Context: an optimization exercise on an open-source flow, tuned for small area and a short achievable clock period. The choices shown serve that exercise and are no tape-out recipe. Where RTL was checked, it was by simulation tests only, not by an equivalence proof against the original. Power figures rest on the tool's default switching activity, not on a simulated workload.

==> exp/pepper <==
## Controller
module Controller (CLK, reset, busIn, instrIn, imemAddr, out);
export LEC_CHECK = 0
export ABC_AREA = 1
export CAP_MARGIN = 20
export CORE_MARGIN = 2
export CORE_UTILIZATION = 45
export CTS_BUF_LIST = sky130_fd_sc_hd__clkbuf_8
export SETUP_SLACK_MARGIN = 2.6
export SLEW_MARGIN = 20
export SYNTH_HIERARCHICAL = 1
create_clock -name core_clock -period 9.0 [get_ports {CLK}]
standard.sh (not shown) runs the stock make flow with config.mk's settings and CLKGATE_MAP_FILE= SYNTH_SCRIPT=/design/flow/synth_recipe.tcl, a recipe that flattens the netlist after the stock synthesis.
==> flow/flow/run.sh <==
#!/bin/bash
# Own layout flow: the standard ORFS flow with two changes.
#  - Synthesis: ADDER_MAP_FILE is left empty, so Yosys does not extract full/half adder cells
#    before ABC and ABC maps the adders' gates itself (faster, no larger). Everything else in
#    the standard synthesis, and so every register, its name and cell type, is unchanged.
#  - Placement: every port still gets a buffer, but sky130_fd_sc_hd__buf_1 instead of the delay
#    cell buffer_ports picks by default; the resizer upsizes these where timing needs it.
# Each step's full log is under orfs/logs/; make's own output goes to standard_finish.log.
set -euo pipefail
export BUFFER_PORTS_ARGS="-buffer_cell sky130_fd_sc_hd__buf_1"
bash standard.sh ADDER_MAP_FILE= finish > standard_finish.log 2>&1
==> exp/indigo (differences from exp/pepper) <==
CTS_BUF_LIST = not set   (was sky130_fd_sc_hd__clkbuf_8)
SETUP_SLACK_MARGIN = 2.8   (was 2.6)
==> results.sh <==
export IMPL_status="finished clean"
export IMPL_critical_path_depth=12
export IMPL_finalNonFillerCells=1813
export IMPL_p_comb_uw=215
export IMPL_slew_headroom_pct=20.98
export IMPL_grt_pass1_wl_um=49410
export IMPL_fin_ws_ps=2738
export IMPL_gr_usage_all_layers_pct=34.08
export IMPL_power_top_group="sequential cells"
Source of the figures above: exp/pepper

==> results.sh <==
export IMPL_status="finished clean"
export IMPL_dr_pass1_iters=7
export IMPL_slew_headroom_pct=15.69
export IMPL_finalNonFillerCells=1845
export IMPL_hpwl_um=25210
export IMPL_p_comb_uw=233
export IMPL_r2r_start="mode$_SDFF_PP0_"
export IMPL_critical_path_depth=25
export IMPL_fin_ws_ps=2856
export IMPL_synth_compound_area_share_pct=21.89
export IMPL_wl_met1_um=13760
Source of the figures above: exp/indigo



==> violet: inputs <==
Controller, a different RTL version from the one above (not shown whole).
Settings: LEC_CHECK=0, ABC_AREA=1, CAP_MARGIN=20, CORE_MARGIN=2, CORE_UTILIZATION=45, SETUP_SLACK_MARGIN=2.5, SLEW_MARGIN=20, SYNTH_HIERARCHICAL=1; clock period 9.0 ns.
Scripts as last shown in full above: flow/flow/run.sh
==> harbor: changes against violet <==
--- a/flow/design.v
+++ b/flow/design.v
@@ -149,21 +149,48 @@
   for (k = 0; k < 32; k = k + 1) rev32[k] = x[31-k];
 endfunction
 wire dir_l = op[0];                  
 wire [31:0] sh_in = dir_l ? acc : rev32(acc);
 wire [31:0] x4 = sh_in << imm[3:0];
 wire n4 = imm[4];
-wire s_add, s_shl_lo, s_shl_hi, s_shr_lo, s_shr_hi, s_ld, s_g, s_p, s_keep;
-acc_dec u_dec (.mode(mode), .op(op), .n4(n4), .s_add(s_add), .s_shl_lo(s_shl_lo),
-               .s_shl_hi(s_shl_hi), .s_shr_lo(s_shr_lo), .s_shr_hi(s_shr_hi), .s_ld(s_ld),
-               .s_g(s_g), .s_p(s_p), .s_keep(s_keep));
+reg f_add, f_shl, f_shr, f_ld, f_g, f_p, f_keep;
+always @* begin
+  {f_add, f_shl, f_shr, f_ld, f_g, f_p, f_keep} = 7'b0;
+  if (mode)
+    case (o)
+      4'h1, 4'h3: f_add = 1'b1;
+      4'h7: f_ld = 1'b1;
+      4'ha: f_g = 1'b1;
+      4'hc: begin f_g = 1'b1; f_p = 1'b1; end
+      4'he: f_p = 1'b1;
+      default: f_keep = 1'b1;
+    endcase
+  else
+    case (o)
+      4'h2, 4'h4: f_add = 1'b1;
+      4'h5: f_shl = 1'b1;
+      4'h6: f_shr = 1'b1;
+      4'h8: f_ld = 1'b1;
+      4'hb: f_g = 1'b1;
+      4'hd: begin f_g = 1'b1; f_p = 1'b1; end
+      4'hf: f_p = 1'b1;
+      default: f_keep = 1'b1;
+    endcase
+end
+wire s_add  = lo_ok & f_add;
+wire s_shl  = lo_ok & f_shl;
+wire s_shr  = lo_ok & f_shr;
+wire s_ld   = lo_ok & f_ld;
+wire s_g    = lo_ok & f_g;
+wire s_p    = lo_ok & f_p;
+wire s_keep = ~lo_ok | f_keep;
 wire [31:0] n_add = ~({32{s_add}} & sum);
-wire [31:0] n_sh  = ~(({32{s_shl_lo}} & x4)
-                    | ({32{s_shl_hi}} & {x4[15:0], 16'b0})
-                    | ({32{s_shr_lo}} & rev32(x4))
-                    | ({32{s_shr_hi}} & {16'b0, rev32({x4[15:0], 16'b0})}));
+wire [31:0] n_sh  = ~(({32{s_shl & ~n4}} & x4)
+                    | ({32{s_shl &  n4}} & {x4[15:0], 16'b0})
+                    | ({32{s_shr & ~n4}} & rev32(x4))
+                    | ({32{s_shr &  n4}} & {16'b0, rev32({x4[15:0], 16'b0})}));
 wire [31:0] n_lg  = ~(({32{s_ld}}  & b)
                     | ({32{s_g}}   & g0)
                     | ({32{s_p}}   & p0)
                     | ({32{s_keep}} & acc));
 wire [31:0] acc_n;
 nand3x32 u_fin (.a(n_add), .b(n_sh), .c(n_lg), .y(acc_n));
@@ -222,22 +249,6 @@
     mode <= rd;
   end
 endmodule
 module nand3x32(input [31:0] a, input [31:0] b, input [31:0] c, output [31:0] y);
 assign y = ~(a & b & c);
 endmodule
-module acc_dec(input mode, input [7:0] op, input n4, output s_add, output s_shl_lo,
-               output s_shl_hi, output s_shr_lo, output s_shr_hi, output s_ld, output s_g,
-               output s_p, output s_keep);
-wire lo_ok = (op[7:4] == 4'h0);
-wire [3:0] o = op[3:0];
-wire m1 = mode, m0 = ~mode;
-assign s_add    = lo_ok & ((m1 & ((o == 4'h1) | (o == 4'h3))) | (m0 & ((o == 4'h2) | (o == 4'h4))));
-assign s_shl_lo = lo_ok & m0 & (o == 4'h5) & ~n4;
-assign s_shl_hi = lo_ok & m0 & (o == 4'h5) &  n4;
-assign s_shr_lo = lo_ok & m0 & (o == 4'h6) & ~n4;
-assign s_shr_hi = lo_ok & m0 & (o == 4'h6) &  n4;
-assign s_ld     = lo_ok & ((m1 & (o == 4'h7)) | (m0 & (o == 4'h8)));
-assign s_g      = lo_ok & ((m1 & ((o == 4'ha) | (o == 4'hc))) | (m0 & ((o == 4'hb) | (o == 4'hd))));
-assign s_p      = lo_ok & ((m1 & ((o == 4'he) | (o == 4'hc))) | (m0 & ((o == 4'hf) | (o == 4'hd))));
-assign s_keep   = ~(s_add | s_shl_lo | s_shl_hi | s_shr_lo | s_shr_hi | s_ld | s_g | s_p);
-endmodule
CTS_BUF_LIST = sky130_fd_sc_hd__clkbuf_8   (was unset)
==> maple: changes against violet <==
--- a/flow/design.v
+++ b/flow/design.v
@@ -149,21 +149,48 @@
   for (k = 0; k < 32; k = k + 1) rev32[k] = x[31-k];
 endfunction
 wire dir_l = op[0];                  
 wire [31:0] sh_in = dir_l ? acc : rev32(acc);
 wire [31:0] x4 = sh_in << imm[3:0];
 wire n4 = imm[4];
-wire s_add, s_shl_lo, s_shl_hi, s_shr_lo, s_shr_hi, s_ld, s_g, s_p, s_keep;
-acc_dec u_dec (.mode(mode), .op(op), .n4(n4), .s_add(s_add), .s_shl_lo(s_shl_lo),
-               .s_shl_hi(s_shl_hi), .s_shr_lo(s_shr_lo), .s_shr_hi(s_shr_hi), .s_ld(s_ld),
-               .s_g(s_g), .s_p(s_p), .s_keep(s_keep));
+reg f_add, f_shl, f_shr, f_ld, f_g, f_p, f_keep;
+always @* begin
+  {f_add, f_shl, f_shr, f_ld, f_g, f_p, f_keep} = 7'b0;
+  if (mode)
+    case (o)
+      4'h1, 4'h3: f_add = 1'b1;
+      4'h7: f_ld = 1'b1;
+      4'ha: f_g = 1'b1;
+      4'hc: begin f_g = 1'b1; f_p = 1'b1; end
+      4'he: f_p = 1'b1;
+      default: f_keep = 1'b1;
+    endcase
+  else
+    case (o)
+      4'h2, 4'h4: f_add = 1'b1;
+      4'h5: f_shl = 1'b1;
+      4'h6: f_shr = 1'b1;
+      4'h8: f_ld = 1'b1;
+      4'hb: f_g = 1'b1;
+      4'hd: begin f_g = 1'b1; f_p = 1'b1; end
+      4'hf: f_p = 1'b1;
+      default: f_keep = 1'b1;
+    endcase
+end
+wire s_add  = lo_ok & f_add;
+wire s_shl  = lo_ok & f_shl;
+wire s_shr  = lo_ok & f_shr;
+wire s_ld   = lo_ok & f_ld;
+wire s_g    = lo_ok & f_g;
+wire s_p    = lo_ok & f_p;
+wire s_keep = ~lo_ok | f_keep;
 wire [31:0] n_add = ~({32{s_add}} & sum);
-wire [31:0] n_sh  = ~(({32{s_shl_lo}} & x4)
-                    | ({32{s_shl_hi}} & {x4[15:0], 16'b0})
-                    | ({32{s_shr_lo}} & rev32(x4))
-                    | ({32{s_shr_hi}} & {16'b0, rev32({x4[15:0], 16'b0})}));
+wire [31:0] n_sh  = ~(({32{s_shl & ~n4}} & x4)
+                    | ({32{s_shl &  n4}} & {x4[15:0], 16'b0})
+                    | ({32{s_shr & ~n4}} & rev32(x4))
+                    | ({32{s_shr &  n4}} & {16'b0, rev32({x4[15:0], 16'b0})}));
 wire [31:0] n_lg  = ~(({32{s_ld}}  & b)
                     | ({32{s_g}}   & g0)
                     | ({32{s_p}}   & p0)
                     | ({32{s_keep}} & acc));
 wire [31:0] acc_n;
 nand3x32 u_fin (.a(n_add), .b(n_sh), .c(n_lg), .y(acc_n));
@@ -222,22 +249,6 @@
     mode <= rd;
   end
 endmodule
 module nand3x32(input [31:0] a, input [31:0] b, input [31:0] c, output [31:0] y);
 assign y = ~(a & b & c);
 endmodule
-module acc_dec(input mode, input [7:0] op, input n4, output s_add, output s_shl_lo,
-               output s_shl_hi, output s_shr_lo, output s_shr_hi, output s_ld, output s_g,
-               output s_p, output s_keep);
-wire lo_ok = (op[7:4] == 4'h0);
-wire [3:0] o = op[3:0];
-wire m1 = mode, m0 = ~mode;
-assign s_add    = lo_ok & ((m1 & ((o == 4'h1) | (o == 4'h3))) | (m0 & ((o == 4'h2) | (o == 4'h4))));
-assign s_shl_lo = lo_ok & m0 & (o == 4'h5) & ~n4;
-assign s_shl_hi = lo_ok & m0 & (o == 4'h5) &  n4;
-assign s_shr_lo = lo_ok & m0 & (o == 4'h6) & ~n4;
-assign s_shr_hi = lo_ok & m0 & (o == 4'h6) &  n4;
-assign s_ld     = lo_ok & ((m1 & (o == 4'h7)) | (m0 & (o == 4'h8)));
-assign s_g      = lo_ok & ((m1 & ((o == 4'ha) | (o == 4'hc))) | (m0 & ((o == 4'hb) | (o == 4'hd))));
-assign s_p      = lo_ok & ((m1 & ((o == 4'he) | (o == 4'hc))) | (m0 & ((o == 4'hf) | (o == 4'hd))));
-assign s_keep   = ~(s_add | s_shl_lo | s_shl_hi | s_shr_lo | s_shr_hi | s_ld | s_g | s_p);
-endmodule
==> summary.txt <==
Setup path
  • Arrival @ worst endpoint: 4570 ps
  • Worst path bufs/invs: 4

Place
  • DP Area: 8496 µm²

Logic synthesis
  • Net count after synthesis: 1516
  • Post-Synth Simple-Gate Area: 0.4340

Final layout
  • Clk cell area share: 0.01023
  • Multi-input combinational area share: 0.6562

Power and ir drop
  • Comb power: 205 µW
  • Sequential share of power: 0.380

GRT
  • M2 GR Usage: 0.5556

Detailed routing
  • DR pass1 iterations: 7

Outcome
  • Status: complete, no violations

Timing
  • Min Hold Slack: 560.8 ps
-- figures above: harbor

==> summary.txt <==
Setup path
  • Arrival @ worst endpoint: 4540 ps

Logic synthesis
  • Net count after synthesis: 1516
  • Post-Synth Simple-Gate Area: 0.4340

Place
  • DP Area: 8496 µm²
  • Port bufs: 172

Detailed routing
  • DR pass1 iterations: 6
  • M1 WL: 13810 µm

Hold path
  • WHS Path Cells: 3

Final layout
  • Clk cell area share: 0.01645
  • Multi-input combinational area share: 0.6508

GRT
  • M2 GR Usage: 0.5461

Outcome
  • Status: complete, no violations
-- figures above: maple

==> summary.txt <==
Outcome
  • Status: complete, no violations

Power and ir drop
  • Sequential share of power: 0.340
  • Comb power: 217 µW

Setup path
  • Worst path bufs/invs: 6
  • Arrival @ worst endpoint: 4510 ps

Detailed routing
  • DR pass1 iterations: 6

Final layout
  • Clk cell area share: 0.01688
  • Multi-input combinational area share: 0.6489

Logic synthesis
  • Post-Synth Simple-Gate Area: 0.4243
  • Net count after synthesis: 1558

Place
  • DP Area: 8667 µm²
-- figures above: violet

Only the layout flow was run in violet; the RTL was not checked for function there.

==> what the ideal ports hide <==
The results above use ideal ports. As a check the final layouts listed here were re-extracted and re-timed, cells and wires unchanged.
Step 1 (the two cells are an assumption about what drives the block):
set clk [get_ports {CLK}]
set_driving_cell -lib_cell sky130_fd_sc_hd__clkbuf_16 $clk
set_driving_cell -lib_cell sky130_fd_sc_hd__buf_2 [delete_from_list [all_inputs] $clk]
Step 2 moves the port delays by t, midway between the first and last clock arrival at a register: inputs arrive t later, outputs are due t later. That takes back most of the time a late clock gives input paths.
Slacks: ideal ports / drivers / drivers and shift; pairs: ideal ports / drivers.
run | shift t [ns] | setup WS [ns] | worst hold slack (ns) | cell pins on the clock port's net
exp/pepper | 0.381 | 2.738 / 2.690 / 2.690 | 0.561 / 0.561 / 0.561 | 1
exp/indigo | 0.363 | 2.856 / 2.727 / 2.727 | 0.555 / 0.555 / 0.555 | 1
violet | 0.357 | 2.693 / 2.542 / 2.542 | 0.554 / 0.554 / 0.554 | 1
harbor | 0.381 | 2.631 / 2.594 / 2.594 | 0.561 / 0.561 / 0.561 | 1
maple | 0.359 | 2.664 / 2.627 / 2.627 | 0.554 / 0.554 / 0.554 | 1
After both steps setup and hold are still met in every run listed. For violet, which loses most, drivers alone change the setup slack by -0.151 ns; drivers and shift together by -0.151 ns.
